Background: an optimization exercise with open tools, aiming at small area, a short achievable clock period and few clock cycles. Do not read the settings as production practice. No functional check of the RTL was part of any run shown here.

### design/flow/run.sh
#!/bin/bash
# synth_recipe.tcl (not shown) runs the flow's synth.tcl, then flattens the netlist and writes it again
# the make line also repeats each setting of config.mk as NAME=value (left out here)
make -C /OpenROAD-flow-scripts/flow DESIGN_CONFIG=/design/flow/config.mk WORK_HOME=/design/flow/orfs CLKGATE_MAP_FILE= SYNTH_SCRIPT=/design/flow/synth_recipe.tcl finish
### design/flow/config.mk
export PLATFORM = sky130hd
export DESIGN_NAME = projeto
export DESIGN_NICKNAME = projeto
export VERILOG_FILES = /design/flow/design.v
export SDC_FILE = /design/flow/constraint.sdc
export NUM_CORES = 4
export LEC_CHECK = 0
export CAP_MARGIN = 20
export CORE_MARGIN = 2
export CORE_UTILIZATION = 40
export SLEW_MARGIN = 20
### design/flow/constraint.sdc
create_clock -name core_clock -period 9.5 [get_ports {ck}]
set_input_delay 1.9000 -clock core_clock [delete_from_list [all_inputs] [get_ports {ck}]]
set_output_delay 1.9000 -clock core_clock [all_outputs]
set_load 0.01 [all_outputs]
### design/flow/design.v
module mac(
    input [15:0] m,
    input [15:0] x,
    input [15:0] k,
    output [15:0] s,
    output o
);
    wire pp_0_0 = m[0] & x[0];
    wire pp_0_1 = m[0] & x[1];
    wire pp_0_2 = m[0] & x[2];
    wire pp_0_3 = m[0] & x[3];
    wire pp_0_4 = m[0] & x[4];
    wire pp_0_5 = m[0] & x[5];
    wire pp_0_6 = m[0] & x[6];
    wire pp_0_7 = m[0] & x[7];
    wire pp_0_8 = m[0] & x[8];
    wire pp_0_9 = m[0] & x[9];
    wire pp_0_10 = m[0] & x[10];
    wire pp_0_11 = m[0] & x[11];
    wire pp_0_12 = m[0] & x[12];
    wire pp_0_13 = m[0] & x[13];
    wire pp_0_14 = m[0] & x[14];
    wire pp_0_15 = m[0] & x[15];
    wire pp_1_0 = m[1] & x[0];
    wire pp_1_1 = m[1] & x[1];
    wire pp_1_2 = m[1] & x[2];
    wire pp_1_3 = m[1] & x[3];
    wire pp_1_4 = m[1] & x[4];
    wire pp_1_5 = m[1] & x[5];
    wire pp_1_6 = m[1] & x[6];
    wire pp_1_7 = m[1] & x[7];
    wire pp_1_8 = m[1] & x[8];
    wire pp_1_9 = m[1] & x[9];
    wire pp_1_10 = m[1] & x[10];
    wire pp_1_11 = m[1] & x[11];
    wire pp_1_12 = m[1] & x[12];
    wire pp_1_13 = m[1] & x[13];
    wire pp_1_14 = m[1] & x[14];
    wire pp_2_0 = m[2] & x[0];
    wire pp_2_1 = m[2] & x[1];
    wire pp_2_2 = m[2] & x[2];
    wire pp_2_3 = m[2] & x[3];
    wire pp_2_4 = m[2] & x[4];
    wire pp_2_5 = m[2] & x[5];
    wire pp_2_6 = m[2] & x[6];
    wire pp_2_7 = m[2] & x[7];
    wire pp_2_8 = m[2] & x[8];
    wire pp_2_9 = m[2] & x[9];
    wire pp_2_10 = m[2] & x[10];
    wire pp_2_11 = m[2] & x[11];
    wire pp_2_12 = m[2] & x[12];
    wire pp_2_13 = m[2] & x[13];
    wire pp_3_0 = m[3] & x[0];
    wire pp_3_1 = m[3] & x[1];
    wire pp_3_2 = m[3] & x[2];
    wire pp_3_3 = m[3] & x[3];
    wire pp_3_4 = m[3] & x[4];
    wire pp_3_5 = m[3] & x[5];
    wire pp_3_6 = m[3] & x[6];
    wire pp_3_7 = m[3] & x[7];
    wire pp_3_8 = m[3] & x[8];
    wire pp_3_9 = m[3] & x[9];
    wire pp_3_10 = m[3] & x[10];
    wire pp_3_11 = m[3] & x[11];
    wire pp_3_12 = m[3] & x[12];
    wire pp_4_0 = m[4] & x[0];
    wire pp_4_1 = m[4] & x[1];
    wire pp_4_2 = m[4] & x[2];
    wire pp_4_3 = m[4] & x[3];
    wire pp_4_4 = m[4] & x[4];
    wire pp_4_5 = m[4] & x[5];
    wire pp_4_6 = m[4] & x[6];
    wire pp_4_7 = m[4] & x[7];
    wire pp_4_8 = m[4] & x[8];
    wire pp_4_9 = m[4] & x[9];
    wire pp_4_10 = m[4] & x[10];
    wire pp_4_11 = m[4] & x[11];
    wire pp_5_0 = m[5] & x[0];
    wire pp_5_1 = m[5] & x[1];
    wire pp_5_2 = m[5] & x[2];
    wire pp_5_3 = m[5] & x[3];
    wire pp_5_4 = m[5] & x[4];
    wire pp_5_5 = m[5] & x[5];
    wire pp_5_6 = m[5] & x[6];
    wire pp_5_7 = m[5] & x[7];
    wire pp_5_8 = m[5] & x[8];
    wire pp_5_9 = m[5] & x[9];
    wire pp_5_10 = m[5] & x[10];
    wire pp_6_0 = m[6] & x[0];
    wire pp_6_1 = m[6] & x[1];
    wire pp_6_2 = m[6] & x[2];
    wire pp_6_3 = m[6] & x[3];
    wire pp_6_4 = m[6] & x[4];
    wire pp_6_5 = m[6] & x[5];
    wire pp_6_6 = m[6] & x[6];
    wire pp_6_7 = m[6] & x[7];
    wire pp_6_8 = m[6] & x[8];
    wire pp_6_9 = m[6] & x[9];
    wire pp_7_0 = m[7] & x[0];
    wire pp_7_1 = m[7] & x[1];
    wire pp_7_2 = m[7] & x[2];
    wire pp_7_3 = m[7] & x[3];
    wire pp_7_4 = m[7] & x[4];
    wire pp_7_5 = m[7] & x[5];
    wire pp_7_6 = m[7] & x[6];
    wire pp_7_7 = m[7] & x[7];
    wire pp_7_8 = m[7] & x[8];
    wire pp_8_0 = m[8] & x[0];
    wire pp_8_1 = m[8] & x[1];
    wire pp_8_2 = m[8] & x[2];
    wire pp_8_3 = m[8] & x[3];
    wire pp_8_4 = m[8] & x[4];
    wire pp_8_5 = m[8] & x[5];
    wire pp_8_6 = m[8] & x[6];
    wire pp_8_7 = m[8] & x[7];
    wire pp_9_0 = m[9] & x[0];
    wire pp_9_1 = m[9] & x[1];
    wire pp_9_2 = m[9] & x[2];
    wire pp_9_3 = m[9] & x[3];
    wire pp_9_4 = m[9] & x[4];
    wire pp_9_5 = m[9] & x[5];
    wire pp_9_6 = m[9] & x[6];
    wire pp_10_0 = m[10] & x[0];
    wire pp_10_1 = m[10] & x[1];
    wire pp_10_2 = m[10] & x[2];
    wire pp_10_3 = m[10] & x[3];
    wire pp_10_4 = m[10] & x[4];
    wire pp_10_5 = m[10] & x[5];
    wire pp_11_0 = m[11] & x[0];
    wire pp_11_1 = m[11] & x[1];
    wire pp_11_2 = m[11] & x[2];
    wire pp_11_3 = m[11] & x[3];
    wire pp_11_4 = m[11] & x[4];
    wire pp_12_0 = m[12] & x[0];
    wire pp_12_1 = m[12] & x[1];
    wire pp_12_2 = m[12] & x[2];
    wire pp_12_3 = m[12] & x[3];
    wire pp_13_0 = m[13] & x[0];
    wire pp_13_1 = m[13] & x[1];
    wire pp_13_2 = m[13] & x[2];
    wire pp_14_0 = m[14] & x[0];
    wire pp_14_1 = m[14] & x[1];
    wire pp_15_0 = m[15] & x[0];
    wire s1 = pp_0_12 ^ pp_1_11;
    wire c2 = pp_0_12 & pp_1_11;
    wire s3 = pp_0_13 ^ pp_1_12 ^ pp_2_11;
    wire c4 = (pp_0_13 & pp_1_12) | (pp_0_13 & pp_2_11) | (pp_1_12 & pp_2_11);
    wire s5 = pp_3_10 ^ pp_4_9;
    wire c6 = pp_3_10 & pp_4_9;
    wire s7 = pp_0_14 ^ pp_1_13 ^ pp_2_12;
    wire c8 = (pp_0_14 & pp_1_13) | (pp_0_14 & pp_2_12) | (pp_1_13 & pp_2_12);
    wire s9 = pp_3_11 ^ pp_4_10 ^ pp_5_9;
    wire c10 = (pp_3_11 & pp_4_10) | (pp_3_11 & pp_5_9) | (pp_4_10 & pp_5_9);
    wire s11 = pp_6_8 ^ pp_7_7;
    wire c12 = pp_6_8 & pp_7_7;
    wire s13 = pp_0_15 ^ pp_1_14 ^ pp_2_13;
    wire c14 = (pp_0_15 & pp_1_14) | (pp_0_15 & pp_2_13) | (pp_1_14 & pp_2_13);
    wire s15 = pp_3_12 ^ pp_4_11 ^ pp_5_10;
    wire c16 = (pp_3_12 & pp_4_11) | (pp_3_12 & pp_5_10) | (pp_4_11 & pp_5_10);
    wire s17 = pp_6_9 ^ pp_7_8 ^ pp_8_7;
    wire c18 = (pp_6_9 & pp_7_8) | (pp_6_9 & pp_8_7) | (pp_7_8 & pp_8_7);
    wire s19 = pp_9_6 ^ pp_10_5;
    wire c20 = pp_9_6 & pp_10_5;
    wire s21 = pp_0_8 ^ pp_1_7;
    wire c22 = pp_0_8 & pp_1_7;
    wire s23 = pp_0_9 ^ pp_1_8 ^ pp_2_7;
    wire c24 = (pp_0_9 & pp_1_8) | (pp_0_9 & pp_2_7) | (pp_1_8 & pp_2_7);
    wire s25 = pp_3_6 ^ pp_4_5;
    wire c26 = pp_3_6 & pp_4_5;
    wire s27 = pp_0_10 ^ pp_1_9 ^ pp_2_8;
    wire c28 = (pp_0_10 & pp_1_9) | (pp_0_10 & pp_2_8) | (pp_1_9 & pp_2_8);
    wire s29 = pp_3_7 ^ pp_4_6 ^ pp_5_5;
    wire c30 = (pp_3_7 & pp_4_6) | (pp_3_7 & pp_5_5) | (pp_4_6 & pp_5_5);
    wire s31 = pp_6_4 ^ pp_7_3;
    wire c32 = pp_6_4 & pp_7_3;
    wire s33 = pp_0_11 ^ pp_1_10 ^ pp_2_9;
    wire c34 = (pp_0_11 & pp_1_10) | (pp_0_11 & pp_2_9) | (pp_1_10 & pp_2_9);
    wire s35 = pp_3_8 ^ pp_4_7 ^ pp_5_6;
    wire c36 = (pp_3_8 & pp_4_7) | (pp_3_8 & pp_5_6) | (pp_4_7 & pp_5_6);
    wire s37 = pp_6_5 ^ pp_7_4 ^ pp_8_3;
    wire c38 = (pp_6_5 & pp_7_4) | (pp_6_5 & pp_8_3) | (pp_7_4 & pp_8_3);
    wire s39 = pp_9_2 ^ pp_10_1;
    wire c40 = pp_9_2 & pp_10_1;
    wire s41 = pp_2_10 ^ pp_3_9 ^ pp_4_8;
    wire c42 = (pp_2_10 & pp_3_9) | (pp_2_10 & pp_4_8) | (pp_3_9 & pp_4_8);
    wire s43 = pp_5_7 ^ pp_6_6 ^ pp_7_5;
    wire c44 = (pp_5_7 & pp_6_6) | (pp_5_7 & pp_7_5) | (pp_6_6 & pp_7_5);
    wire s45 = pp_8_4 ^ pp_9_3 ^ pp_10_2;
    wire c46 = (pp_8_4 & pp_9_3) | (pp_8_4 & pp_10_2) | (pp_9_3 & pp_10_2);
    wire s47 = pp_11_1 ^ pp_12_0 ^ k[12];
    wire c48 = (pp_11_1 & pp_12_0) | (pp_11_1 & k[12]) | (pp_12_0 & k[12]);
    wire s49 = pp_5_8 ^ pp_6_7 ^ pp_7_6;
    wire c50 = (pp_5_8 & pp_6_7) | (pp_5_8 & pp_7_6) | (pp_6_7 & pp_7_6);
    wire s51 = pp_8_5 ^ pp_9_4 ^ pp_10_3;
    wire c52 = (pp_8_5 & pp_9_4) | (pp_8_5 & pp_10_3) | (pp_9_4 & pp_10_3);
    wire s53 = pp_11_2 ^ pp_12_1 ^ pp_13_0;
    wire c54 = (pp_11_2 & pp_12_1) | (pp_11_2 & pp_13_0) | (pp_12_1 & pp_13_0);
    wire s55 = k[13] ^ s3 ^ s5;
    wire c56 = (k[13] & s3) | (k[13] & s5) | (s3 & s5);
    wire s57 = pp_8_6 ^ pp_9_5 ^ pp_10_4;
    wire c58 = (pp_8_6 & pp_9_5) | (pp_8_6 & pp_10_4) | (pp_9_5 & pp_10_4);
    wire s59 = pp_11_3 ^ pp_12_2 ^ pp_13_1;
    wire c60 = (pp_11_3 & pp_12_2) | (pp_11_3 & pp_13_1) | (pp_12_2 & pp_13_1);
    wire s61 = pp_14_0 ^ k[14] ^ s7;
    wire c62 = (pp_14_0 & k[14]) | (pp_14_0 & s7) | (k[14] & s7);
    wire s63 = s9 ^ s11 ^ c4;
    wire c64 = (s9 & s11) | (s9 & c4) | (s11 & c4);
    wire s65 = pp_11_4 ^ pp_12_3 ^ pp_13_2;
    wire c66 = (pp_11_4 & pp_12_3) | (pp_11_4 & pp_13_2) | (pp_12_3 & pp_13_2);
    wire s67 = pp_14_1 ^ pp_15_0 ^ k[15];
    wire c68 = (pp_14_1 & pp_15_0) | (pp_14_1 & k[15]) | (pp_15_0 & k[15]);
    wire s69 = s13 ^ s15 ^ s17;
    wire c70 = (s13 & s15) | (s13 & s17) | (s15 & s17);
    wire s71 = s19 ^ c8 ^ c10;
    wire c72 = (s19 & c8) | (s19 & c10) | (c8 & c10);
    wire s73 = pp_0_5 ^ pp_1_4;
    wire c74 = pp_0_5 & pp_1_4;
    wire s75 = pp_0_6 ^ pp_1_5 ^ pp_2_4;
    wire c76 = (pp_0_6 & pp_1_5) | (pp_0_6 & pp_2_4) | (pp_1_5 & pp_2_4);
    wire s77 = pp_3_3 ^ pp_4_2;
    wire c78 = pp_3_3 & pp_4_2;
    wire s79 = pp_0_7 ^ pp_1_6 ^ pp_2_5;
    wire c80 = (pp_0_7 & pp_1_6) | (pp_0_7 & pp_2_5) | (pp_1_6 & pp_2_5);
    wire s81 = pp_3_4 ^ pp_4_3 ^ pp_5_2;
    wire c82 = (pp_3_4 & pp_4_3) | (pp_3_4 & pp_5_2) | (pp_4_3 & pp_5_2);
    wire s83 = pp_6_1 ^ pp_7_0;
    wire c84 = pp_6_1 & pp_7_0;
    wire s85 = pp_2_6 ^ pp_3_5 ^ pp_4_4;
    wire c86 = (pp_2_6 & pp_3_5) | (pp_2_6 & pp_4_4) | (pp_3_5 & pp_4_4);
    wire s87 = pp_5_3 ^ pp_6_2 ^ pp_7_1;
    wire c88 = (pp_5_3 & pp_6_2) | (pp_5_3 & pp_7_1) | (pp_6_2 & pp_7_1);
    wire s89 = pp_8_0 ^ k[8] ^ s21;
    wire c90 = (pp_8_0 & k[8]) | (pp_8_0 & s21) | (k[8] & s21);
    wire s91 = pp_5_4 ^ pp_6_3 ^ pp_7_2;
    wire c92 = (pp_5_4 & pp_6_3) | (pp_5_4 & pp_7_2) | (pp_6_3 & pp_7_2);
    wire s93 = pp_8_1 ^ pp_9_0 ^ k[9];
    wire c94 = (pp_8_1 & pp_9_0) | (pp_8_1 & k[9]) | (pp_9_0 & k[9]);
    wire s95 = s23 ^ s25 ^ c22;
    wire c96 = (s23 & s25) | (s23 & c22) | (s25 & c22);
    wire s97 = pp_8_2 ^ pp_9_1 ^ pp_10_0;
    wire c98 = (pp_8_2 & pp_9_1) | (pp_8_2 & pp_10_0) | (pp_9_1 & pp_10_0);
    wire s99 = k[10] ^ s27 ^ s29;
    wire c100 = (k[10] & s27) | (k[10] & s29) | (s27 & s29);
    wire s101 = s31 ^ c24 ^ c26;
    wire c102 = (s31 & c24) | (s31 & c26) | (c24 & c26);
    wire s103 = pp_11_0 ^ k[11] ^ s33;
    wire c104 = (pp_11_0 & k[11]) | (pp_11_0 & s33) | (k[11] & s33);
    wire s105 = s35 ^ s37 ^ s39;
    wire c106 = (s35 & s37) | (s35 & s39) | (s37 & s39);
    wire s107 = c28 ^ c30 ^ c32;
    wire c108 = (c28 & c30) | (c28 & c32) | (c30 & c32);
    wire s109 = s1 ^ s41 ^ s43;
    wire c110 = (s1 & s41) | (s1 & s43) | (s41 & s43);
    wire s111 = s45 ^ s47 ^ c34;
    wire c112 = (s45 & s47) | (s45 & c34) | (s47 & c34);
    wire s113 = c36 ^ c38 ^ c40;
    wire c114 = (c36 & c38) | (c36 & c40) | (c38 & c40);
    wire s115 = c2 ^ s49 ^ s51;
    wire c116 = (c2 & s49) | (c2 & s51) | (s49 & s51);
    wire s117 = s53 ^ s55 ^ c42;
    wire c118 = (s53 & s55) | (s53 & c42) | (s55 & c42);
    wire s119 = c44 ^ c46 ^ c48;
    wire c120 = (c44 & c46) | (c44 & c48) | (c46 & c48);
    wire s121 = c6 ^ s57 ^ s59;
    wire c122 = (c6 & s57) | (c6 & s59) | (s57 & s59);
    wire s123 = s61 ^ s63 ^ c50;
    wire c124 = (s61 & s63) | (s61 & c50) | (s63 & c50);
    wire s125 = c52 ^ c54 ^ c56;
    wire c126 = (c52 & c54) | (c52 & c56) | (c54 & c56);
    wire s127 = c12 ^ s65 ^ s67;
    wire c128 = (c12 & s65) | (c12 & s67) | (s65 & s67);
    wire s129 = s69 ^ s71 ^ c58;
    wire c130 = (s69 & s71) | (s69 & c58) | (s71 & c58);
    wire s131 = c60 ^ c62 ^ c64;
    wire c132 = (c60 & c62) | (c60 & c64) | (c62 & c64);
    wire s133 = pp_0_3 ^ pp_1_2;
    wire c134 = pp_0_3 & pp_1_2;
    wire s135 = pp_0_4 ^ pp_1_3 ^ pp_2_2;
    wire c136 = (pp_0_4 & pp_1_3) | (pp_0_4 & pp_2_2) | (pp_1_3 & pp_2_2);
    wire s137 = pp_3_1 ^ pp_4_0;
    wire c138 = pp_3_1 & pp_4_0;
    wire s139 = pp_2_3 ^ pp_3_2 ^ pp_4_1;
    wire c140 = (pp_2_3 & pp_3_2) | (pp_2_3 & pp_4_1) | (pp_3_2 & pp_4_1);
    wire s141 = pp_5_0 ^ k[5] ^ s73;
    wire c142 = (pp_5_0 & k[5]) | (pp_5_0 & s73) | (k[5] & s73);
    wire s143 = pp_5_1 ^ pp_6_0 ^ k[6];
    wire c144 = (pp_5_1 & pp_6_0) | (pp_5_1 & k[6]) | (pp_6_0 & k[6]);
    wire s145 = s75 ^ s77 ^ c74;
    wire c146 = (s75 & s77) | (s75 & c74) | (s77 & c74);
    wire s147 = k[7] ^ s79 ^ s81;
    wire c148 = (k[7] & s79) | (k[7] & s81) | (s79 & s81);
    wire s149 = s83 ^ c76 ^ c78;
    wire c150 = (s83 & c76) | (s83 & c78) | (c76 & c78);
    wire s151 = s85 ^ s87 ^ s89;
    wire c152 = (s85 & s87) | (s85 & s89) | (s87 & s89);
    wire s153 = c80 ^ c82 ^ c84;
    wire c154 = (c80 & c82) | (c80 & c84) | (c82 & c84);
    wire s155 = s91 ^ s93 ^ s95;
    wire c156 = (s91 & s93) | (s91 & s95) | (s93 & s95);
    wire s157 = c86 ^ c88 ^ c90;
    wire c158 = (c86 & c88) | (c86 & c90) | (c88 & c90);
    wire s159 = s97 ^ s99 ^ s101;
    wire c160 = (s97 & s99) | (s97 & s101) | (s99 & s101);
    wire s161 = c92 ^ c94 ^ c96;
    wire c162 = (c92 & c94) | (c92 & c96) | (c94 & c96);
    wire s163 = s103 ^ s105 ^ s107;
    wire c164 = (s103 & s105) | (s103 & s107) | (s105 & s107);
    wire s165 = c98 ^ c100 ^ c102;
    wire c166 = (c98 & c100) | (c98 & c102) | (c100 & c102);
    wire s167 = s109 ^ s111 ^ s113;
    wire c168 = (s109 & s111) | (s109 & s113) | (s111 & s113);
    wire s169 = c104 ^ c106 ^ c108;
    wire c170 = (c104 & c106) | (c104 & c108) | (c106 & c108);
    wire s171 = s115 ^ s117 ^ s119;
    wire c172 = (s115 & s117) | (s115 & s119) | (s117 & s119);
    wire s173 = c110 ^ c112 ^ c114;
    wire c174 = (c110 & c112) | (c110 & c114) | (c112 & c114);
    wire s175 = s121 ^ s123 ^ s125;
    wire c176 = (s121 & s123) | (s121 & s125) | (s123 & s125);
    wire s177 = c116 ^ c118 ^ c120;
    wire c178 = (c116 & c118) | (c116 & c120) | (c118 & c120);
    wire s179 = s127 ^ s129 ^ s131;
    wire c180 = (s127 & s129) | (s127 & s131) | (s129 & s131);
    wire s181 = c122 ^ c124 ^ c126;
    wire c182 = (c122 & c124) | (c122 & c126) | (c124 & c126);
    wire s183 = pp_0_2 ^ pp_1_1;
    wire c184 = pp_0_2 & pp_1_1;
    wire s185 = pp_2_1 ^ pp_3_0 ^ k[3];
    wire c186 = (pp_2_1 & pp_3_0) | (pp_2_1 & k[3]) | (pp_3_0 & k[3]);
    wire s187 = k[4] ^ s135 ^ s137;
    wire c188 = (k[4] & s135) | (k[4] & s137) | (s135 & s137);
    wire s189 = s139 ^ s141 ^ c136;
    wire c190 = (s139 & s141) | (s139 & c136) | (s141 & c136);
    wire s191 = s143 ^ s145 ^ c140;
    wire c192 = (s143 & s145) | (s143 & c140) | (s145 & c140);
    wire s193 = s147 ^ s149 ^ c144;
    wire c194 = (s147 & s149) | (s147 & c144) | (s149 & c144);
    wire s195 = s151 ^ s153 ^ c148;
    wire c196 = (s151 & s153) | (s151 & c148) | (s153 & c148);
    wire s197 = s155 ^ s157 ^ c152;
    wire c198 = (s155 & s157) | (s155 & c152) | (s157 & c152);
    wire s199 = s159 ^ s161 ^ c156;
    wire c200 = (s159 & s161) | (s159 & c156) | (s161 & c156);
    wire s201 = s163 ^ s165 ^ c160;
    wire c202 = (s163 & s165) | (s163 & c160) | (s165 & c160);
    wire s203 = s167 ^ s169 ^ c164;
    wire c204 = (s167 & s169) | (s167 & c164) | (s169 & c164);
    wire s205 = s171 ^ s173 ^ c168;
    wire c206 = (s171 & s173) | (s171 & c168) | (s173 & c168);
    wire s207 = s175 ^ s177 ^ c172;
    wire c208 = (s175 & s177) | (s175 & c172) | (s177 & c172);
    wire s209 = s179 ^ s181 ^ c176;
    wire c210 = (s179 & s181) | (s179 & c176) | (s181 & c176);
    wire s211 = pp_0_1 ^ pp_1_0;
    wire c212 = pp_0_1 & pp_1_0;
    wire s213 = pp_2_0 ^ k[2] ^ s183;
    wire c214 = (pp_2_0 & k[2]) | (pp_2_0 & s183) | (k[2] & s183);
    wire s215 = s133 ^ s185 ^ c184;
    wire c216 = (s133 & s185) | (s133 & c184) | (s185 & c184);
    wire s217 = c134 ^ s187 ^ c186;
    wire c218 = (c134 & s187) | (c134 & c186) | (s187 & c186);
    wire s219 = c138 ^ s189 ^ c188;
    wire c220 = (c138 & s189) | (c138 & c188) | (s189 & c188);
    wire s221 = c142 ^ s191 ^ c190;
    wire c222 = (c142 & s191) | (c142 & c190) | (s191 & c190);
    wire s223 = c146 ^ s193 ^ c192;
    wire c224 = (c146 & s193) | (c146 & c192) | (s193 & c192);
    wire s225 = c150 ^ s195 ^ c194;
    wire c226 = (c150 & s195) | (c150 & c194) | (s195 & c194);
    wire s227 = c154 ^ s197 ^ c196;
    wire c228 = (c154 & s197) | (c154 & c196) | (s197 & c196);
    wire s229 = c158 ^ s199 ^ c198;
    wire c230 = (c158 & s199) | (c158 & c198) | (s199 & c198);
    wire s231 = c162 ^ s201 ^ c200;
    wire c232 = (c162 & s201) | (c162 & c200) | (s201 & c200);
    wire s233 = c166 ^ s203 ^ c202;
    wire c234 = (c166 & s203) | (c166 & c202) | (s203 & c202);
    wire s235 = c170 ^ s205 ^ c204;
    wire c236 = (c170 & s205) | (c170 & c204) | (s205 & c204);
    wire s237 = c174 ^ s207 ^ c206;
    wire c238 = (c174 & s207) | (c174 & c206) | (s207 & c206);
    wire s239 = c178 ^ s209 ^ c208;
    wire c240 = (c178 & s209) | (c178 & c208) | (s209 & c208);
    wire [15:0] ra = {s239, s237, s235, s233, s231, s229, s227, s225, s223, s221, s219, s217, s215, s213, k[1], pp_0_0};
    wire [15:0] rb = {c238, c236, c234, c232, c230, c228, c226, c224, c222, c220, c218, c216, c214, c212, s211, k[0]};
    wire [16:0] sum = ra + rb;
    assign s = sum[15:0];
    wire hi = (m[1] & (|x[15:15])) | (m[2] & (|x[15:14])) | (m[3] & (|x[15:13])) | (m[4] & (|x[15:12])) | (m[5] & (|x[15:11])) | (m[6] & (|x[15:10])) | (m[7] & (|x[15:9])) | (m[8] & (|x[15:8])) | (m[9] & (|x[15:7])) | (m[10] & (|x[15:6])) | (m[11] & (|x[15:5])) | (m[12] & (|x[15:4])) | (m[13] & (|x[15:3])) | (m[14] & (|x[15:2])) | (m[15] & (|x[15:1]));
    assign o = hi | sum[16] | c14 | c16 | c18 | c20 | c66 | c68 | c70 | c72 | c128 | c130 | c132 | c180 | c182 | c210 | c240;
endmodule
module projeto(
    input ck,
    input inicio,
    input rst,
    input [15:0] X,
    input [15:0] A,
    input [15:0] B,
    input [15:0] C,
    output pronto,
    output overflow,
    output [15:0] resultado
);
    reg busy, pr, ov;
    reg [15:0] r;
    wire [15:0] m = busy ? r : A;
    wire [15:0] k = busy ? C : B;
    wire [15:0] s;
    wire o;
    mac u(.m(m), .x(X), .k(k), .s(s), .o(o));
    always @(posedge ck) begin
        r  <= s;
        ov <= o | (busy & ov);
        if (rst) begin
            busy <= 1'b0;
            pr   <= 1'b0;
        end else begin
            busy <= ~busy & inicio;
            pr   <= busy;
        end
    end
    assign pronto = pr;
    assign resultado = r;
    assign overflow = ov;
endmodule
==> metrics.md, run 1 <==
| Metric | Value |
|---|---|
| Status | `timing/DRC/antenna clean` |
| Ports | `85` |
| Most frequent cells in the layout | `fa_1 (106), inv_1 (102), clkdlybuf4s50_1 (84)` |
| Mux cell area share after synthesis | `0.0734` |
| Ys flop type | `dfxtp_1` |
| Gr usage total | `0.236` |
| Post-detail-place hpwl | `12100 um` |
| Pins Over Slew Limit | `0` |
| Synth Area in Simple Gates | `0.193` |
| Startpoint types | `primary input` |
| Via count | `4320` |
| Fraction of registers with async set/reset | `0` |
| Final wirelength | `15900 um` |
| Largest family of logic cells by synthesized area | `adder cells` |
| Fraction of layout cells with a size suffix above 1 | `0.0547` |
| Syn_nets | `769` |
| Setup tns final | `0 ps` |
| H-tree Lvls | `1` |
| CTS Buf Count | `3` |
| Drc violations | `0` |
| Root buffer cell | `clkbuf_16` |
| Hold Violations, Final | `0` |
| Final core occ | `0.496` |
| Crit share post-route | `0.815` |
| Floorplan core area | `0.0127 mm^2` |
| Synth area leaders | `fa_1 (41%), ha_1 (7.5%), inv_1 (7.4%)` |
| Hold_buf cts | `0` |
| Fmax | `0.129 GHz` |
| Crit path kind | `primary input to flip-flop` |
| Avg WL per Cell | `19.6 um` |
| Register Area | `382 um^2` |
| # rows | `41` |
| Post-CTS sizing | `0` |
| Fin crit period | `7740 ps` |
| GPL Wtd Cong | `0.919` |
| Worst-path fanout max | `8` |
| Die footprint | `0.0139 mm^2` |
| Max Cap Viol | `0` |
| Reg clk slew, reported paths | `60 ps` |
| Initial core utilization | `0.411` |
| Number of fill cells | `1244` |
| Critical path capture point type | `flip-flop` |
| Setup Viol. Count Final | `0` |
| Die width | `118 um` |
| Initial antenna violation count | `0` |
| Slew at the pin with the worst max-slew slack | `844 ps` |
| Antenna-violating nets left | `0` |
| Vias/cell | `5.32` |
| Number of synthesized flops with an enable pin | `0` |
| Post-Synth XOR/XNOR Area | `0.0202` |
| Worst EP required | `9630 ps` |
| 1st-iter DRT viols | `264` |
| Commonest non-fill, non-tap cell in the layout | `fa_1` |
| Inserted Diodes | `0` |
| Fin nets | `845` |
| Largest net degree at the start of global routing | `25` |
| IO Port Bufs | `84` |
| Vias in the first global route | `4580` |
| #FFs+latches synth | `19` |
| CTS tree | `done` |
| Area occupied by multi-input gates | `0.00435 mm^2` |
| Compound-cell area share of the yosys netlist | `0.0666` |
| Setup Buffers After CTS | `0` |
| Die Y | `118 um` |
| Yosys top cell by area | `fa_1` |
| Gr ovfl total | `0` |
| RSZ-0062 raised after global routing | `false` |
| Global-route wire length before repair | `25400 um` |
| Gate Count Post-Synth | `565` |
| Post-synth top area share | `0.408` |
| Library cells used by synthesis | `47` |
| Syn Area/Cell | `9.21 um^2` |
| Arr. time, crit path | `7870 ps` |
| Area grow syn2layout | `20.9%` |
| Post-synthesis sequential area ratio | `0.0731` |
| Total iterations of the first detailed-routing run | `7` |
| Clock skew | `5.03 ps` |
| Ys Warns | `1` |
| Slew headroom | `0.421` |
| Worst hold path class | `flip-flop to flip-flop` |
| Worst skew pair latency | `250 ps` |
| Clk buf depth | `2` |
| Clk sinks | `19` |
| Post-synthesis adder-cell area fraction | `0.482` |
| Cell area after synthesis | `0.00520 mm^2` |
==> worst max-delay path, stage by stage <==
cell and delay (ps):
clkdlybuf4s50_1 400, mux2i_1 640, nor2b_1 150, fa_1 520, fa_1 500, inv_1 60, fa_1 530, inv_1 50
fa_1 490, inv_1 50, fa_1 520, inv_1 50, fa_1 390, ha_1 380, a22oi_2 180, nand3_1 90
a2111oi_0 360, nand4_1 120, or4_1 470
==> per-layer routing <==
layer  track usage  routed length, um
met5             0                  0
met2         0.384               7530
met3        0.0213                932
met4        0.0753                505
met1         0.332               6950
==> final timing paths <==
| kind | depth (start not counted) | slack, ps | from | endpoint |
|---|---|---|---|---|
| worst max register to register | 19 | 2480 | busy$_SDFF_PP0_ | ov$_DFF_P_ |
| worst min register to register | 5 | 780 | ov$_DFF_P_ | ov$_DFF_P_ |
| worst max-delay path | 19 | 1760 | A[0] | ov$_DFF_P_ |
| worst min-delay path | 5 | 780 | ov$_DFF_P_ | ov$_DFF_P_ |
==> cell type report <==
class | instances | share of cell area
Multi-Input combinational cell | 425 | 0.691
Timing Repair Buffer | 90 | 0.141
Sequential cell | 19 | 0.0607
Clock buffer | 4 | 0.0125
Tap cell | 172 | 0.0342
Inverter | 102 | 0.0609
==> per-stage QoR <==
step / setup WS (ps) / cells / hold WS, ps / area, um^2
2_1_floorplan: 2250 / 565 / 708 / 5200
3_3_place_gp: 1590 / 808 / 750 / 6210
3_5_place_dp: 1470 / 808 / 760 / 6210
4_1_cts: 1740 / 812 / 774 / 6290
5_1_grt: 1430 / 812 / 810 / 6290
6_report: 1760 / 812 / 780 / 6290
==> synth_stat cells, drive strengths merged, types with 12 or more instances <==
| cell type | count |
|---|---|
| a21oi | 15 |
| mux2i | 13 |
| clkbuf | 16 |
| inv | 102 |
| fa | 106 |
| mux2 | 21 |
| nand2 | 56 |
| nand2b | 12 |
| nor2b | 32 |
| dfxtp | 19 |
| nor2 | 22 |
| ha | 31 |
| and2 | 41 |
==> kinds of logic after synthesis <==
kind of cell             Yosys count
AO/OA/AOI/OAI                     50
XOR/XNOR                          12
adder cells (fa/ha/maj)          137
buffers and inverters            121
flip-flops                        19
multiplexers                      34
AND/OR/NAND/NOR                  192
==> sequential cells by signal, summed over array words and instances, names as in the netlist <==
| signal | count |
|---|---|
| r | 16 |
| busy | 1 |
| ov | 1 |
| pr | 1 |
==> inputs of run 2 (changes only) <==
--- a/design/flow/config.mk
+++ b/design/flow/config.mk
@@ -5,7 +5,9 @@
 export SDC_FILE = /design/flow/constraint.sdc
 export NUM_CORES = 4
 export LEC_CHECK = 0
+export ABC_CLOCK_PERIOD_IN_PS = 5500
 export CAP_MARGIN = 20
 export CORE_MARGIN = 2
 export CORE_UTILIZATION = 40
+export SETUP_SLACK_MARGIN = 3.5
 export SLEW_MARGIN = 20
==> metrics.md, run 2 <==
| Metric | Value |
|---|---|
| Vias in the first global route | `4899 (+7.0%)` |
| Fin nets | `893 (+5.7%)` |
| #FFs+latches synth | `19 (unchanged)` |
| Worst hold path class | `flip-flop to flip-flop` |
| CTS Buf Count | `3 (unchanged)` |
| Fin crit period | `6870 ps (-869 ps)` |
| GPL Wtd Cong | `0.938 (+2.1%)` |
| Syn Area/Cell | `9.21 um^2 (unchanged)` |
| Slew headroom | `0.516 (+0.0949)` |
| Clk buf depth | `2 (unchanged)` |
| Root buffer cell | `clkbuf_16` |
| Post-synth top area share | `0.408 (unchanged)` |
| Ports | `85 (unchanged)` |
| Clk sinks | `19 (unchanged)` |
| Die Y | `118 um (unchanged)` |
| Avg WL per Cell | `19.8 um (+1.2%)` |
| Largest net degree at the start of global routing | `23 (-8.0%)` |
| Setup Viol. Count Final | `0 (unchanged)` |
| CP cell instances | `buf_6, mux2_4, and2_4, fa_1, fa_1, inv_2, fa_2, inv_2, fa_2, inv_2, fa_1, inv_2, fa_2, ha_4, a22oi_2, nand3_1, a2111oi_2, nand4_1, or4_1` |
| Final wirelength | `17100 um (+7.1%)` |
| Die width | `118 um (unchanged)` |
| Ys flop type | `dfxtp_1` |
| Setup tns final | `0 ps (unchanged)` |
| Placed cell count | `805 (-0.37%)` |
| Hold Violations, Final | `0 (unchanged)` |
| Final Instance Area | `0.00709 mm^2 (+13%)` |
| Fmax | `0.145 GHz (+13%)` |
| Register with the most flip-flops | `r` |
| Max FFs per register | `16 (unchanged)` |
| Post-detail-place hpwl | `12000 um (-0.78%)` |
| Status | `timing/DRC/antenna clean` |
| Fraction of registers with async set/reset | `0 (unchanged)` |
| Vias/cell | `5.26 (-1.1%)` |
| Gr ovfl total | `0 (unchanged)` |
| Dpl cell area | `0.00633 mm^2 (+2.0%)` |
| Gr usage total | `0.253 (+0.0169)` |
| Commonest non-fill, non-tap cell in the layout | `fa_1` |
| Via count | `4525 (+4.7%)` |
| Reg clk slew, reported paths | `50 ps (about the same)` |
| Synth area leaders | `fa_1 (41%), ha_1 (7.5%), inv_1 (7.4%)` |
| Commonest cells post-synth | `fa_1 (106), inv_1 (102), nand2_1 (56), and2_1 (41), nor2b_1 (32)` |
| Fraction of layout cells with a size suffix above 1 | `0.254 (+0.200)` |
| Global-route wire length before repair | `26900 um (+6.2%)` |
| Crit path kind | `primary input to flip-flop` |
| Cell Count, Final, Fillers Out | `860 (+5.9%)` |
| Antenna-violating nets left | `0 (unchanged)` |
| Cell mode on critical path | `inv_2` |
| Worst EP required | `9630 ps (about the same)` |
| IO Port Bufs | `84 (unchanged)` |
| Drc violations | `0 (unchanged)` |
| Startpoint types | `primary input` |
| Area grow syn2layout | `36.2%` |
| WHS | `789 ps (+8.86 ps)` |
| 1st-iter DRT viols | `270 (+2.3%)` |
| Slew at the pin with the worst max-slew slack | `726 ps (-118 ps)` |
| Max Cap Viol | `0 (unchanged)` |
| Inserted Diodes | `0 (unchanged)` |
| Syn_nets | `769 (unchanged)` |
| Most frequent cells in the layout | `fa_1 (100), inv_1 (88), clkdlybuf4s50_1 (58)` |
| # rows | `41 (unchanged)` |
| Initial antenna violation count | `0 (unchanged)` |
| Crit share post-route | `0.724 (-0.0915)` |
| H-tree Lvls | `1 (unchanged)` |
| Critical path capture point type | `flip-flop` |
| Ys Warns | `1 (unchanged)` |
| Total iterations of the first detailed-routing run | `5 (-2)` |
| Worst skew pair latency | `250 ps (about the same)` |
| CP top delay family | `adder cells` |
| Initial core utilization | `0.411 (unchanged)` |
| Most numerous cell in the Yosys netlist | `fa_1` |
| CP max stage cell | `fa_2` |
| Final core occ | `0.559 (+0.0630)` |
| Pins Over Slew Limit | `0 (unchanged)` |
| Cell area after synthesis | `0.00520 mm^2 (unchanged)` |
| Die footprint | `0.0139 mm^2 (unchanged)` |
| Number of synthesized flops with an enable pin | `0 (unchanged)` |
| Gate Count Post-Synth | `565 (unchanged)` |
| Max incr delay on CP | `570 ps (-70 ps)` |
| Clock skew | `2.62 ps (-2.42 ps)` |
| Arr. time, crit path | `7000 ps (-870 ps)` |
| Post-synthesis sequential area ratio | `0.0731 (unchanged)` |
| Crit path buf inv count | `5 (unchanged)` |
| Library cells used by synthesis | `47 (unchanged)` |
| Worst-path fanout max | `3 (-5)` |
| RSZ-0062 raised after global routing | `true` |
| CTS tree | `done` |
| Floorplan core area | `0.0127 mm^2 (unchanged)` |
| Yosys top cell by area | `fa_1` |
-- run 2: cell counts after synthesis --
Identical to the previous run, type by type.
-- run 2: cell families after synthesis --
family,after synthesis,synth area share
buffers and inverters,121,0.0916
and+or+nand+nor,192,0.193
muxes,34,0.0734
adders and majority gates,137,0.482
DFF,19,0.0731
AOI/OAI and AO/OA,50,0.0666
xor gates and xnor gates,12,0.0202
-- run 2: path summary, 6_finish.rpt --
path | start | to | slack, ps | cells after the start
min | ov$_DFF_P_ | ov$_DFF_P_ | 790 | 5
min reg2reg | ov$_DFF_P_ | ov$_DFF_P_ | 790 | 5
max | A[2] | ov$_DFF_P_ | 2630 | 19
max reg2reg | busy$_SDFF_PP0_ | ov$_DFF_P_ | 3140 | 15
-- run 2: per-stage QoR --
stage | setup WS [ps]
global route | 2500
floorplan | 2680
CTS | 2510
finish | 2630
global placement | 1910
detailed placement | 1810
-- run 2: worst register-to-register path, stage by stage (launching register included) --
cell,delay (ps)
dfxtp_2,780
buf_4,450
mux2_4,400
and2_4,180
fa_1,570
fa_1,450
fa_1,520
fa_1,430
fa_1,500
fa_1,540
ha_4,210
a22oi_2,180
nand3_1,110
a2111oi_2,290
nand4_1,110
or4_1,520
-- run 2: cell type report --
| class | instances | area (um^2) |
|---|---|---|
| multi-input combinational | 425 | 4760 |
| timing repair buffer | 138 | 1270 |
| sequential | 19 | 382 |
| fill | 1152 | 5580 |
| clock buffer | 4 | 78.8 |
| inverter | 102 | 385 |
| tap | 172 | 215 |
-- run 2: metal layers --
layer	routed length, um	GRT usage
met2	8170	0.426
met1	6990	0.333
met4	710	0.0979
met3	1190	0.0286
met5	0	0
-- run 2: timing repair --
item / in CTS / in global routing
gates resized for setup: 104 / 45
setup endpoints to repair: 8 / 9
buffers inserted: 44 / 7
pin swaps: 55 / 40
hold buffers: 0 / 0
==> inputs of run 3 (changes only) <==
==> design/flow/flow/run.sh (new file) <==
#!/bin/bash
# Standard ORFS layout with two changes: Yosys's early "abc -fast" is skipped so the
# explicit adder tree in the RTL maps straight onto full-adder cells, and port buffers
# use the smallest buffer.
set -euo pipefail
export SYNTH_ARGS="-noabc"
export BUFFER_PORTS_ARGS="-buffer_cell sky130_fd_sc_hd__buf_1"
bash standard.sh > standard.log 2>&1
==> design/flow/standard.sh (new file) <==
#!/bin/bash
# synth_recipe.tcl (not shown) runs the flow's synth.tcl, then flattens the netlist and writes it again
# the make line also repeats each setting of config.mk as NAME=value (left out here)
make -C /OpenROAD-flow-scripts/flow DESIGN_CONFIG=/design/flow/config.mk WORK_HOME=/design/flow/orfs CLKGATE_MAP_FILE= SYNTH_SCRIPT=/design/flow/synth_recipe.tcl "${@:-finish}"
==> design/flow/config.mk (replaced) <==
export PLATFORM = sky130hd
export DESIGN_NAME = projeto
export DESIGN_NICKNAME = projeto
export VERILOG_FILES = /design/flow/design.v
export SDC_FILE = /design/flow/constraint.sdc
export NUM_CORES = 4
export LEC_CHECK = 0
export CAP_MARGIN = 20
export CORE_MARGIN = 2
export CORE_UTILIZATION = 40
export SLEW_MARGIN = 20
removed: design/flow/run.sh
==> metrics.md, run 3 <==
| Metric | Value |
|---|---|
| Register with the most flip-flops | `r` |
| Hold Violations, Final | `0 (unchanged)` |
| Gr ovfl total | `0 (unchanged)` |
| Root buffer cell | `clkbuf_16` |
| Area grow syn2layout | `11.7%` |
| Fin nets | `752 (-16%)` |
| Clk buf depth | `2 (unchanged)` |
| CTS Buf Count | `3 (unchanged)` |
| Reg clk slew, reported paths | `60 ps (about the same)` |
| Total iterations of the first detailed-routing run | `4 (-1)` |
| Avg WL per Cell | `20.3 um (+2.2%)` |
| Hold_buf cts | `0 (unchanged)` |
| Syn Area/Cell | `10.4 um^2 (+13%)` |
| Antenna-violating nets left | `0 (unchanged)` |
| H-tree Lvls | `1 (unchanged)` |
| Syn_nets | `675 (-12%)` |
| Clock skew | `3.02 ps (+0.403 ps)` |
| Reg2reg end | `ov$_DFF_P_` |
| IO Port Bufs | `84 (unchanged)` |
| Pins Over Slew Limit | `0 (unchanged)` |
| Most frequent cells in the layout | `nor2b_1 (121), fa_1 (106), buf_1 (84)` |
| Number of fill cells | `1177 (+2.2%)` |
| # rows | `40 (-2.4%)` |
| Fin crit period | `6800 ps (-77.1 ps)` |
| Post-synth top area share | `0.432 (+0.0242)` |
| Worst EP required | `9630 ps (about the same)` |
| Vias/cell | `5.51 (+4.7%)` |
| Crit path kind | `primary input to flip-flop` |
| Post-detail-place hpwl | `11000 um (-8.7%)` |
| Number of synthesized flops with an enable pin | `0 (unchanged)` |
| CTS tree | `done` |
| Cell mode on critical path | `fa_1` |
| Hold-critical path depth | `1 (-4)` |
| Cell area after synthesis | `0.00491 mm^2 (-5.6%)` |
| Commonest non-fill, non-tap cell in the layout | `nor2b_1` |
| #FFs+latches synth | `19 (unchanged)` |
| Ys flop type | `dfxtp_1` |
| Worst Hold End | `busy$_SDFF_PP0_` |
| Vias in the first global route | `4178 (-15%)` |
| Max FFs per register | `16 (unchanged)` |
| Die width | `115 um (-2.7%)` |
| Critical path capture point type | `flip-flop` |
| Fraction of layout cells with a size suffix above 1 | `0.0402 (-0.214)` |
| Worst-path fanout max | `13 (+10)` |
| Crit share post-route | `0.716 (-0.00812)` |
| Clk sinks | `19 (unchanged)` |
| Fraction of registers with async set/reset | `0 (unchanged)` |
| HP Start | `busy$_SDFF_PP0_` |
| CP top delay family | `adder cells` |
| R2r startpoint | `busy$_SDFF_PP0_` |
| RSZ-0062 raised after global routing | `false` |
| Initial core utilization | `0.409 (-0.00173)` |
| Global-route wire length before repair | `22600 um (-16%)` |
| Startpoint types | `primary input` |
| Worst skew pair latency | `260 ps (about the same)` |
| Flop-to-flop setup slack | `3370 ps (+230 ps)` |
| Die Y | `115 um (-2.7%)` |
| Max Cap Viol | `0 (unchanged)` |
| Max incr delay on CP | `560 ps (about the same)` |
| Gr usage total | `0.227 (-0.0257)` |
| Final wirelength | `14100 um (-17%)` |
| Yosys top cell by area | `fa_1` |
| CP cell instances | `buf_1, nor2b_1, fa_1, fa_1, fa_1, fa_1, fa_1, ha_1, nand2_1, nor4_1, nor4b_1, or3b_1` |
| Gate Count Post-Synth | `471 (-17%)` |
| Synth area leaders | `fa_1 (43%), nor2b_1 (15%), ha_1 (7.9%)` |
| Post-synthesis sequential area ratio | `0.0775 (+0.00434)` |
| Worst hold path class | `flip-flop to flip-flop` |
| Setup Buffers After CTS | `0 (-100%)` |
| Drc violations | `0 (unchanged)` |
| Largest net degree at the start of global routing | `31 (+35%)` |
| Slew headroom | `0.404 (-0.112)` |
| Fmax | `0.147 GHz (+1.1%)` |
| Initial antenna violation count | `0 (unchanged)` |
| Setup Viol. Count Final | `0 (unchanged)` |
| Ys Warns | `1 (unchanged)` |
| Most numerous cell in the Yosys netlist | `nor2b_1` |
| 1st-iter DRT viols | `191 (-29%)` |
| Commonest cells post-synth | `nor2b_1 (121), fa_1 (106), nor2_1 (36), ha_1 (31)` |
| Via count | `3824 (-15%)` |
| Slew at the pin with the worst max-slew slack | `894 ps (+168 ps)` |
| Setup tns final | `0 ps (unchanged)` |
| Arr. time, crit path | `6930 ps (-70 ps)` |
| Status | `timing/DRC/antenna clean` |
| Post-CTS sizing | `0 (-100%)` |
| Library cells used by synthesis | `45 (-4.3%)` |
| Die footprint | `0.0132 mm^2 (-5.4%)` |
| CP max stage cell | `nor4_1` |
| Floorplan core area | `0.0120 mm^2 (-5.2%)` |
| GPL Wtd Cong | `0.870 (-7.2%)` |
| Inserted Diodes | `0 (unchanged)` |
| Ports | `85 (unchanged)` |
| Worst Reg-to-Reg Cells | `16 (+1)` |
| Crit path buf inv count | `1 (-4)` |
==> run 3: cell types whose count changed after synthesis, sizes merged, moves of 3 or more <==
cell,change
nor2,+14
nor2b,+89
a21oi,+4
nand2b,-11
mux2i,+3
and2,-41
mux2,-5
nand2,-45
nor3,-5
o2111ai,+3
nand4,-3
inv,-96
==> run 3: final cells by class <==
class | count | area, um^2 | share of cell area
clock inverter | 1 | 7.51 | 0.00137
clock buffer | 3 | 75.1 | 0.0137
tap | 147 | 184 | 0.0335
inverter | 6 | 22.5 | 0.00411
multi-input combinational | 423 | 4420 | 0.805
timing repair buffer | 95 | 398 | 0.0725
sequential | 19 | 382 | 0.0696
==> run 3: kinds of logic after synthesis <==
group / Yosys count / synth area share
AND/OR/NAND/NOR: 192 / 0.225
adder cells (fa/ha/maj): 137 / 0.511
AO/OA/AOI/OAI: 50 / 0.0665
multiplexers: 32 / 0.0752
buffers and inverters: 29 / 0.0232
flip-flops: 19 / 0.0775
XOR/XNOR: 12 / 0.0214
==> run 3: worst max path at each step <==
stage                     start            end  slack (ps)  cells after the start
after floorplan            A[1]     ov$_DFF_P_        2510                     16
after global placement     A[5]     ov$_DFF_P_        2570                     16
after detailed placement   X[4]  r[13]$_DFF_P_        2440                     12
after CTS                  X[4]  r[13]$_DFF_P_        2700                     12
after global routing       X[8]     ov$_DFF_P_        2440                     14
final                      X[4]  r[13]$_DFF_P_        2700                     12
==> run 3: metrics by stage <==
step	cells	worst slack [ps]	cell area [um^2]	utilization	hold slack, ps
floorplan	471	2510	4910	-	668
global placement	690	2570	5400	0.450	568
detailed placement	690	2440	5400	0.450	582
CTS	694	2700	5490	0.457	594
global route	694	2440	5490	0.457	611
finish	694	2700	5490	0.457	579
==> run 3: worst reg2reg max path, stage by stage, from the launching register on <==
cell and delay (ps):
dfxtp_2 460, buf_4 480, mux2i_1 250, buf_4 250, nor2b_1 100, fa_1 570, fa_1 450, fa_1 590
fa_1 450, fa_1 520, fa_1 500, ha_1 420, nand4_1 150, o22ai_1 100, a2111oi_0 390, o2111a_1 250
nand4_1 80
==> run 3: metal layers <==
metal | vias up | wire [um] | global-route usage | share of wire
met4 | 0 | 271 | 0.0538 | 0.019
met3 | 21 | 984 | 0.0395 | 0.070
met1 | 1923 | 6040 | 0.323 | 0.43
met2 | 158 | 6780 | 0.365 | 0.48
met5 | - | 0 | 0 | 0
li1 | 1722 | - | - | -
==> inputs of run 4 (changes only) <==
--- a/design/flow/config.mk
+++ b/design/flow/config.mk
@@ -8,4 +8,5 @@
 export CAP_MARGIN = 20
 export CORE_MARGIN = 2
 export CORE_UTILIZATION = 40
+export SETUP_SLACK_MARGIN = 3.2
 export SLEW_MARGIN = 20
==> metrics.md, run 4 <==
| Metric | Value |
|---|---|
| Post-detail-place hpwl | `11000 um (-0.39%)` |
| Vias in the first global route | `4308 (+3.1%)` |
| Antenna-violating nets left | `0 (unchanged)` |
| GPL Wtd Cong | `0.865 (-0.62%)` |
| Via count | `3960 (+3.6%)` |
| Setup Viol. Count Final | `0 (unchanged)` |
| Syn_nets | `675 (unchanged)` |
| Most frequent cells in the layout | `nor2b_1 (118), fa_1 (104), buf_1 (74)` |
| Number of fill cells | `1129 (-4.1%)` |
| Compound-cell area share of the yosys netlist | `0.0665 (unchanged)` |
| Largest family of logic cells by synthesized area | `adder cells` |
| Dpl cell area | `0.00548 mm^2 (+1.4%)` |
| Final wirelength | `15200 um (+7.8%)` |
| Slew headroom | `0.514 (+0.110)` |
| Met1 WL | `6560 um (+8.6%)` |
| Number of synthesized flops with an enable pin | `0 (unchanged)` |
| # rows | `40 (unchanged)` |
| Setup tns final | `0 ps (unchanged)` |
| Hold_buf cts | `0 (unchanged)` |
| Gr ovfl total | `0 (unchanged)` |
| Max Cap Viol | `0 (unchanged)` |
| Post-synth top area share | `0.432 (unchanged)` |
| Library cells used by synthesis | `45 (unchanged)` |
| Area grow syn2layout | `22.5%` |
| Largest net degree at the start of global routing | `36 (+16%)` |
| Fin nets | `782 (+4.0%)` |
| Floorplan core area | `0.0120 mm^2 (unchanged)` |
| RSZ-0062 raised after global routing | `true` |
| 1st-iter DRT viols | `246 (+29%)` |
| Fraction of registers with async set/reset | `0 (unchanged)` |
| Inserted Diodes | `0 (unchanged)` |
| Die width | `115 um (unchanged)` |
| Global-route wire length before repair | `23900 um (+6.1%)` |
| Pins Over Slew Limit | `0 (unchanged)` |
| Ports | `85 (unchanged)` |
| Drc violations | `0 (unchanged)` |
| H-tree Lvls | `1 (unchanged)` |
| Synth area leaders | `fa_1 (43%), nor2b_1 (15%), ha_1 (7.9%)` |
| Slew at the pin with the worst max-slew slack | `728 ps (-165 ps)` |
| Clock skew | `2.98 ps (-0.0336 ps)` |
| Mux cell area share after synthesis | `0.0752 (unchanged)` |
| Initial antenna violation count | `0 (unchanged)` |
| Hold Violations, Final | `0 (unchanged)` |
| Avg WL per Cell | `21.0 um (+3.4%)` |
| WHS | `422 ps (-156 ps)` |
| DR top layer | `met4` |
| Status | `timing/DRC/antenna clean` |
| Fraction of layout cells with a size suffix above 1 | `0.154 (+0.114)` |
| Reg clk slew, reported paths | `60 ps (about the same)` |
| Commonest non-fill, non-tap cell in the layout | `nor2b_1` |
| IO Port Bufs | `84 (unchanged)` |
| CTS Buf Count | `3 (unchanged)` |
| Fin crit period | `6370 ps (-428 ps)` |
| Max FFs per register | `16 (unchanged)` |
| Met2 wire len | `7340 um (+8.3%)` |
| Total iterations of the first detailed-routing run | `4 (unchanged)` |
| Register with the most flip-flops | `r` |
| Cell area after synthesis | `0.00491 mm^2 (unchanged)` |
| Gr usage total | `0.242 (+0.0150)` |
| Fmax | `0.157 GHz (+6.7%)` |
| Initial core utilization | `0.409 (unchanged)` |
| #FFs+latches synth | `19 (unchanged)` |
| Arr. time, crit path | `6490 ps (-440 ps)` |
| Worst skew pair latency | `250 ps (about the same)` |
| Crit share post-route | `0.671 (-0.0450)` |
| Ys Warns | `1 (unchanged)` |
| Crit path kind | `primary input to flip-flop` |
| Synth Area in Simple Gates | `0.225 (unchanged)` |
| Clk sinks | `19 (unchanged)` |
| Worst hold path class | `flip-flop to flip-flop` |
| Startpoint types | `primary input` |
| Met3 routed WL | `960 um (-2.4%)` |
| Post-synthesis adder-cell area fraction | `0.511 (unchanged)` |
| Final Instance Area | `0.00602 mm^2 (+9.7%)` |
| Clk buf depth | `2 (unchanged)` |
| Root buffer cell | `clkbuf_16` |
| Die footprint | `0.0132 mm^2 (unchanged)` |
| CTS tree | `done` |
| Ys flop type | `dfxtp_1` |
| Die Y | `115 um (unchanged)` |
| Yosys top cell by area | `fa_1` |
| Post-synthesis sequential area ratio | `0.0775 (unchanged)` |
| Syn Area/Cell | `10.4 um^2 (unchanged)` |
| Worst-path fanout max | `10 (-3)` |
| Critical path capture point type | `flip-flop` |
| Post-Synth XOR/XNOR Area | `0.0214 (unchanged)` |
| Commonest cells post-synth | `nor2b_1 (121), fa_1 (106), nor2_1 (36), ha_1 (31)` |
| Gate Count Post-Synth | `471 (unchanged)` |
| Vias/cell | `5.47 (-0.73%)` |
| Most numerous cell in the Yosys netlist | `nor2b_1` |
| Worst EP required | `9620 ps (about the same)` |
## run 4: cell counts after synthesis
No cell type changed its count.
## run 4: what timing repair did
action                     4_1_cts  5_1_grt
setup endpoints to repair        5        4
setup buffers                   23       12
pin swaps                        0       15
hold endpoints to repair         0        0
resized for setup               21       23
## run 4: cell type report
class	instances	area [um^2]	area share
inverters	6	26.3	0.00437
multi-input cells	423	4650	0.772
clock buffers	4	78.8	0.0131
repair buffers	125	699	0.116
well taps	147	184	0.0306
flip-flops and latches	19	382	0.0634
## run 4: cells by family after synthesis
group / after synthesis
compound gates: 50
flops: 19
fa+ha+maj: 137
buf+inv: 29
mux: 32
simple gates: 192
xor+xnor: 12
## run 4: final timing paths
kind                           to             from  cells past startpoint  slack (ps)
setup / recovery       ov$_DFF_P_             X[7]                     14        3130
hold / removal    busy$_SDFF_PP0_  busy$_SDFF_PP0_                      1         420
setup reg to reg       ov$_DFF_P_  busy$_SDFF_PP0_                     15        3790
hold reg to reg   busy$_SDFF_PP0_  busy$_SDFF_PP0_                      1         420
## run 4: stage by stage
stage	utilization	worst slack, ps	instances
after floorplan	-	3140	471
after global placement	0.456	2410	685
after detailed placement	0.456	2410	685
after CTS	0.485	3150	712
after global routing	0.501	3050	724
final	0.501	3130	724
## run 4: layer usage
metal  vias up  track usage
met5         -            0
met4         0       0.0538
met3        24       0.0285
met2       159        0.409
met1      1995        0.337
li1       1782            -
## run 4: worst max-delay path, cell delays in order
cell,delay (ps)
buf_2,260
nor2b_1,270
fa_1,480
fa_1,580
fa_1,450
fa_1,500
fa_1,530
fa_1,450
ha_4,180
nor4_2,300
o2111ai_1,170
a21oi_1,160
o2111a_1,180
nand4_1,80

[afterwards: timing with drivers on the ports]
No port has a modelled driver above. Below, the same layouts with a new extraction and two added sets of constraints. Step 1 (the two cells are an assumption about what drives the block):
set clk [get_ports {ck}]
set_driving_cell -lib_cell sky130_fd_sc_hd__clkbuf_16 $clk
set_driving_cell -lib_cell sky130_fd_sc_hd__buf_2 [delete_from_list [all_inputs] $clk]
Step 2, shift: input delay + t, output delay - t, t = (earliest + latest rising clock arrival at the registers) / 2. This alone moves slack from input paths to output paths. Slacks: ideal ports / drivers / drivers and shift; pairs: ideal ports / drivers.
run	t, ns	slack for setup (ns)	clock arrival spread, ns
run 1	0.281	1.756 / 1.766 / 1.484	0.005 / 0.005
run 2	0.278	2.625 / 2.619 / 2.342	0.002 / 0.003
run 3	0.289	2.702 / 2.709 / 2.419	0.003 / 0.003
run 4	0.283	3.130 / 3.140 / 2.856	0.003 / 0.003
After both steps every run listed still meets setup and hold.
